Background: an optimization exercise with open tools, aiming at small area and a short achievable clock period. Do not read the settings as production practice. RTL that was checked went through simulation tests only; none was proved equivalent to the original. No activity file was given, so power comes from the tool's default toggle rates.

== v13 ==
## piped_wallace_mult
module piped_wallace_mult(
    input wire clock, reset,
    input wire [15:0] x, y,
    output reg [31:0] prod
);
Settings: LEC_CHECK=0, CAP_MARGIN=20, CORE_MARGIN=2, CORE_UTILIZATION=40, CTS_CLUSTER_DIAMETER=150, CTS_CLUSTER_SIZE=30, SETUP_SLACK_MARGIN=0.95, SLEW_MARGIN=20, SYNTH_HIERARCHICAL=1, SYNTH_MINIMUM_KEEP_SIZE=0, BUFFER_PORTS_ARGS=-buffer_cell sky130_fd_sc_hd__buf_1; clock period 2.8 ns.
standard.sh (not shown) runs the stock make flow with config.mk's settings and CLKGATE_MAP_FILE= SYNTH_SCRIPT=/design/flow/synth_recipe.tcl, a recipe that flattens the netlist after the stock synthesis.
==> flow/flow/run.sh <==
#!/bin/bash
# The standard layout (standard.sh, unchanged synthesis), except that the
# port buffers are plain buffers instead of delay cells. Tool output: standard.log
# here and ORFS's own logs under orfs/logs.
set -e
echo 'export BUFFER_PORTS_ARGS = -buffer_cell sky130_fd_sc_hd__buf_1' >> "$FLOW_CONFIG"
bash standard.sh > standard.log 2>&1
For v14, these inputs were changed with respect to v13:
Settings: ABC_AREA now 1, previously not set; SETUP_SLACK_MARGIN now 1.0, was 0.95.
- All of v14 and v13 finish clean.
- Relative to v13, the wire length reported by the detailed router of v14 is higher by about 24%.
- Compared to v13, v14 was floorplanned on a bigger die.
- The worst-path cell with the longest stage delay comes out sky130_fd_sc_hd__fa_1 in one run and sky130_fd_sc_hd__dfxtp_2 in the other, namely in v14 and v13 respectively.
- In the metrics for v14 and v13, the one carrying the lower detailed-placement wirelength estimate is v13.
- v14 vs v13: non-clock buffer count down in v14
- Complex-gate fraction of the synthesized area in v14 is 18 points lower than in v13
- From v13 to v14, sequential cell count did not move at all.
Here is what was changed in the inputs of v37 compared with v14.
Settings: a change of SETUP_SLACK_MARGIN from 1.0 to 1.1; a deleted ABC_AREA that had been 1.
Results
| floorplan core area | v37 vs v14 | better |. Compared with v14, in v37 internal power shows an increase of 1.2 mW; worst setup slack shows a reduction of 0.024 ns. v14 completed every stage of the flow, and the final layout passed the timing, DRC and antenna checks. v37: PASS, flow complete, no timing, DRC or antenna violations. The final reports for v37 and v14 show met2 capacity usage during global routing lower in the former. Comparing buffer and inverter count on the worst path for v37 and v14, the smaller number came from v14.
Here is what was changed in the inputs of v54 compared with v37.
Settings: swapping 1.1 for 1.0 in SETUP_SLACK_MARGIN.
Findings:
Changes observed in v54 relative to v37: switching portion of total power shows no meaningful change; logic depth of the worst setup path including buffers shows an increase of 2; total die area shows no meaningful change; non-clock buffer total of the final layout shows a reduction of 29; final net count shows a reduction of 29.
Run comparison: v54 cell at the slowest stage of the critical path sky130_fd_sc_hd__dfxtp_2; v37 cell at the slowest stage of the critical path sky130_fd_sc_hd__fa_2
No run of this note included a check of the RTL's function; only the layout flow was run.

piped_wallace_mult, a different RTL version from the one above (not shown whole).
Size: ~1100 cells after synthesis, about 250 flip-flops, roughly 66 I/O pins, ~13000 µm² of cells after synthesis.
Settings: LEC_CHECK=0, CAP_MARGIN=20, CORE_MARGIN=2, CORE_UTILIZATION=40, SETUP_SLACK_MARGIN=0.95, SLEW_MARGIN=20, SYNTH_HIERARCHICAL=1, SYNTH_MINIMUM_KEEP_SIZE=0, BUFFER_PORTS_ARGS=-buffer_cell sky130_fd_sc_hd__buf_1; clock period 2.8 ns.
Scripts as last shown in full above: flow/flow/run.sh
Rerun with:
--- a/flow/flow/run.sh
+++ b/flow/flow/run.sh
@@ -4,4 +4,4 @@
 # here and ORFS's own logs under orfs/logs.
 set -e
-echo 'export BUFFER_PORTS_ARGS = -buffer_cell sky130_fd_sc_hd__buf_1' >> "$FLOW_CONFIG"
+echo 'export BUFFER_PORTS_ARGS = -buffer_cell sky130_fd_sc_hd__buf_2' >> "$FLOW_CONFIG"
 bash standard.sh > standard.log 2>&1
BUFFER_PORTS_ARGS = -buffer_cell sky130_fd_sc_hd__buf_2   (was -buffer_cell sky130_fd_sc_hd__buf_1)
CTS_BUF_LIST = sky130_fd_sc_hd__clkbuf_8   (was default)
Outcome:
- The changed run completed without violations
- die area stays the same
- design area goes up by 1.9%
- synthesized area stays the same
- via count came out higher by 1.4%
- wire length went up by 0.44%
- worst setup slack improved by 0.010 ns
- clock power came out higher by 11%
- total power is higher by 3.2%
- clock skew is higher by 0.0074 ns
- maximum frequency goes up by 0.57%

## try-yarrow
piped_wallace_mult, a different RTL version from the one above (not shown whole).
For scale: about 1100 cells after synthesis, roughly 250 flip-flops, ~66 I/O pins, about 12000 um^2 of cells after synthesis.
make LEC_CHECK=0 ABC_CLOCK_PERIOD_IN_PS=1500 CAP_MARGIN=20 CORE_MARGIN=2 CORE_UTILIZATION=40 SETUP_SLACK_MARGIN=1.2 SLEW_MARGIN=20 finish   # period 2.8 ns
run.sh (not shown) runs the stock make flow with config.mk's settings and CLKGATE_MAP_FILE= SYNTH_SCRIPT=/design/flow/synth_recipe.tcl, a recipe that flattens the netlist after the stock synthesis.
Stock flow here: none of the scripts above is used.
try-yarrow: all stages complete, timing, DRC and antenna checks passed
#### Input delta (try-juniper over try-yarrow)
- SETUP_SLACK_MARGIN: 1.2 -> 0.8
==> comparison <==
- No stage failed in try-juniper, and the final checks on the layout all came back clean.
- [compare] base=try-yarrow new=try-juniper: post-place setup slack lost 0.028 ns, total power down about 0.8%.
- Going from try-yarrow to try-juniper, proportion of power drawn by the clock network decreased by 0.7 points relative to the old numbers; final area now smaller; wire length now sits lower; worst hold slack decreased 0.015 ns.
- Status: met3 layer usage reported by global route parity (try-juniper, try-yarrow)
- try-juniper ended up with a higher shortest clock period the worst path allows after layout than try-yarrow did.
- Combinational group share of total power: higher on try-juniper
- Looking at layout overhead on the synthesized area, try-juniper sits below try-yarrow.
The following lists how try-delta was set up differently from try-juniper:
- a deleted SETUP_SLACK_MARGIN that had been 0.8
- a deleted ABC_CLOCK_PERIOD_IN_PS that had been 1500
Notes after the runs:
Maximum fanout along the worst path: try-delta vs try-juniper up 1. try-delta reports its capturing instance or port of the critical path as prod[29]$_DFF_PP0_ while try-juniper reports prod[9]$_DFF_PP0_. Relative contribution of sequential cells to total power: lower on try-juniper. Compared with try-juniper, try-delta shows cell area after layout that has gone down by a little under 10%. Taking try-juniper as the reference, in try-delta cell-internal power saw a decrease; remaining antenna violation count held steady; global-route wire length before repair now smaller; count of clock buffers in the final design lost 2; final cell count went down by 49. Where worst path setup slack after routing is concerned, try-juniper is better than try-delta. Compared with try-juniper, try-delta shows a met3 wire length that is about 4% lower. The hold slack of try-juniper and that of try-delta are within noise of each other.
Function was not checked in any run of this note: the RTL went through the layout flow alone.

piped_wallace_mult, a different RTL version from the one above (not shown whole).
Size in the first run: roughly 1,100 cells after synthesis, roughly 66 I/O pins.
Settings: LEC_CHECK=0, CAP_MARGIN=20, CORE_MARGIN=2, CORE_UTILIZATION=40, CTS_CLUSTER_DIAMETER=150, CTS_CLUSTER_SIZE=30, SETUP_SLACK_MARGIN=1.0, SLEW_MARGIN=20, SYNTH_HIERARCHICAL=1, SYNTH_MINIMUM_KEEP_SIZE=0, BUFFER_PORTS_ARGS=-buffer_cell sky130_fd_sc_hd__buf_1; clock period 2.8 ns.
standard.sh (not shown) runs the stock make flow with config.mk's settings and CLKGATE_MAP_FILE= SYNTH_SCRIPT=/design/flow/synth_recipe.tcl, a recipe that flattens the netlist after the stock synthesis.
==> flow/flow/run.sh <==
#!/bin/bash
# The standard layout (standard.sh, unchanged synthesis), except that the
# port buffers are plain buffers instead of delay cells. Tool output: standard.log
# here and ORFS's own logs under orfs/logs.
set -e
echo 'export BUFFER_PORTS_ARGS = -buffer_cell sky130_fd_sc_hd__buf_1' >> "$FLOW_CONFIG"
bash standard.sh > standard.log 2>&1
The starting point finished clean.
Next try:
Settings changed: ABC_AREA set to 1.
Count of clock-buffer cells in the layout rose by 1; sequential share of layout area drops by 1.2 points; synthesized area came out higher by about 2.3%; setup slack got worse by 0.013 ns; maximum frequency decreases by 0.73%; cell area went up by about 3%.

Another version of the RTL of piped_wallace_mult (not shown whole).
For scale: ~1100 cells after synthesis, ~260 flip-flops, roughly 12000 um^2 of cells after synthesis.
==> flow/config.mk <==
export PLATFORM = sky130hd
export DESIGN_NAME = piped_wallace_mult
export DESIGN_NICKNAME = piped_wallace_mult
export VERILOG_FILES = /design/flow/design.v
export SDC_FILE = /design/flow/constraint.sdc
export NUM_CORES = 4
export LEC_CHECK = 0
export ABC_CLOCK_PERIOD_IN_PS = 1500
export CAP_MARGIN = 20
export CORE_MARGIN = 2
export CORE_UTILIZATION = 40
export SETUP_SLACK_MARGIN = 1.1
export SLEW_MARGIN = 20
==> flow/constraint.sdc <==
create_clock -name core_clock -period 2.8 [get_ports {clock}]
set_input_delay 0.5600 -clock core_clock [delete_from_list [all_inputs] [get_ports {clock}]]
set_output_delay 0.5600 -clock core_clock [all_outputs]
set_load 0.01 [all_outputs]
run.sh (not shown) runs the stock make flow with config.mk's settings and CLKGATE_MAP_FILE= SYNTH_SCRIPT=/design/flow/synth_recipe.tcl, a recipe that flattens the netlist after the stock synthesis.
Stock flow here: none of the scripts above is used.
The baseline ran to the end with no violations.
Then changed:
Settings changed: ABC_CLOCK_PERIOD_IN_PS 1500 to not set, SETUP_SLACK_MARGIN 1.1 to 0.6.
After rerunning:
- combinational power goes down by about 2%
- via count goes down by about 6%
- final cell count goes down by about 5.6%
Then changed:
Settings changed: ABC_CLOCK_PERIOD_IN_PS set to 1000, SETUP_SLACK_MARGIN 0.6 to 1.1.
=>
- non-clock buffer count rose by 92
- power is about the same
- wire length climbs by 7.6%
- critical path depth does not change
- hold slack is worse by 87 ps
- final cell count came out higher by 6.0%
- register-to-register slack barely changes
- setup slack got worse by 11 ps
- via count grows by 6.7%
- global-route usage rises by 0.53 points
No functional check of the RTL was part of any run of this note.

piped_wallace_mult, a different RTL version from the one above (not shown whole).
Size in the first run: about 1000 cells after synthesis, ~250 flip-flops, roughly 66 I/O pins, ~12000 µm² of cells after synthesis.
clock: 2.8 ns
lec_check: 0
cap_margin: 20
core_margin: 2
core_utilization: 65
place_density: 0.75
slew_margin: 20
Change:
- ABC_CLOCK_PERIOD_IN_PS: not set -> 1500
- PLACE_DENSITY: 0.75 -> not set
- SETUP_SLACK_MARGIN: not set -> 1.0
Result: The new run ran to the end with no violations; critical path depth climbs by 5; die area is unchanged; power climbs by 19%; routed wire length climbs by 26%; sequential share of layout area drops by 3.8 points; setup slack improved by 230 ps; cell area climbs by 15%; hold slack improved by 9.5 ps.
Change:
- ABC_CLOCK_PERIOD_IN_PS: 1500 -> 800
- CTS_BUF_LIST: not set -> sky130_fd_sc_hd__clkbuf_4
- CTS_CLUSTER_SIZE: not set -> 20
What happened: The changed run ran to the end with no violations; combinational power falls by 6.6%; synthesized cell count does not change; power falls by 6.5%; setup slack loses 46 ps; via count falls by 0.56%.
Change:
- ABC_CLOCK_PERIOD_IN_PS: 800 -> 1500
- CORE_UTILIZATION: 65 -> 40
- CTS_BUF_LIST: sky130_fd_sc_hd__clkbuf_4 -> not set
- CTS_CLUSTER_SIZE: 20 -> not set
Combinational power drops by a few percent.
Area after synthesis stays the same.
Final area climbs by a few percent.
Wire length drops by a few percent.

==> afterwards: timing with drivers on the ports <==
No port has a modelled driver above. Below, the same layouts with a new extraction and two added sets of constraints.
Step 1 sets driving cells, clkbuf_16 on the clock port and buf_2 on the other inputs (assumed; they add their load-dependent delay and slew).
Step 2 moves the port delays by t, midway between the first and last clock arrival at a register: inputs arrive t later, outputs are due t later. That takes back most of the time a late clock gives input paths.
a / b / c = no drivers / after step 1 / after step 2; a / b = the first two.
| run | t, ns | slack for setup (ns) | worst setup path after step 2 |
|---|---|---|---|
| v13 | 0.511 | 0.971 / 0.971 / 0.555 | input to register |
| v14 | 0.528 | 1.044 / 1.044 / 0.740 | input to register |
| v37 | 0.522 | 1.020 / 1.020 / 0.660 | input to register |
| v54 | 0.528 | 1.010 / 1.010 / 0.602 | input to register |
| the first run of note 2 | 0.579 | 0.970 / 0.970 / 0.444 | input to register |
| the second run of note 2 | 0.587 | 0.980 / 0.980 / 0.580 | input to register |
| try-yarrow | 0.567 | 0.351 / 0.351 / 0.351 | register to register |
| try-juniper | 0.563 | 0.284 / 0.284 / 0.284 | register to register |
| try-delta | 0.564 | 0.127 / 0.127 / 0.127 | register to register |
| the first run of note 4 | 0.518 | 1.017 / 1.017 / 0.594 | input to register |
| the second run of note 4 | 0.534 | 1.004 / 1.004 / 0.711 | input to register |
| the first run of note 5 | 0.571 | 0.040 / 0.040 / 0.040 | register to register |
| the second run of note 5 | 0.566 | 0.051 / 0.051 / 0.051 | register to register |
| the third run of note 5 | 0.571 | 0.040 / 0.040 / 0.040 | register to register |
| the first run of note 6 | 0.570 | 0.442 / 0.442 / 0.442 | register to register |
| the second run of note 6 | 0.570 | 0.676 / 0.676 / 0.676 | register to register |
| the third run of note 6 | 0.714 | 0.630 / 0.630 / 0.630 | register to register |
| the fourth run of note 6 | 0.564 | 0.727 / 0.727 / 0.727 | register to register |
After both steps every run listed still meets setup and hold. The setup slack of the first run of note 2, which loses most, moves by 0.000 ns with the drivers and by -0.526 ns with both steps.
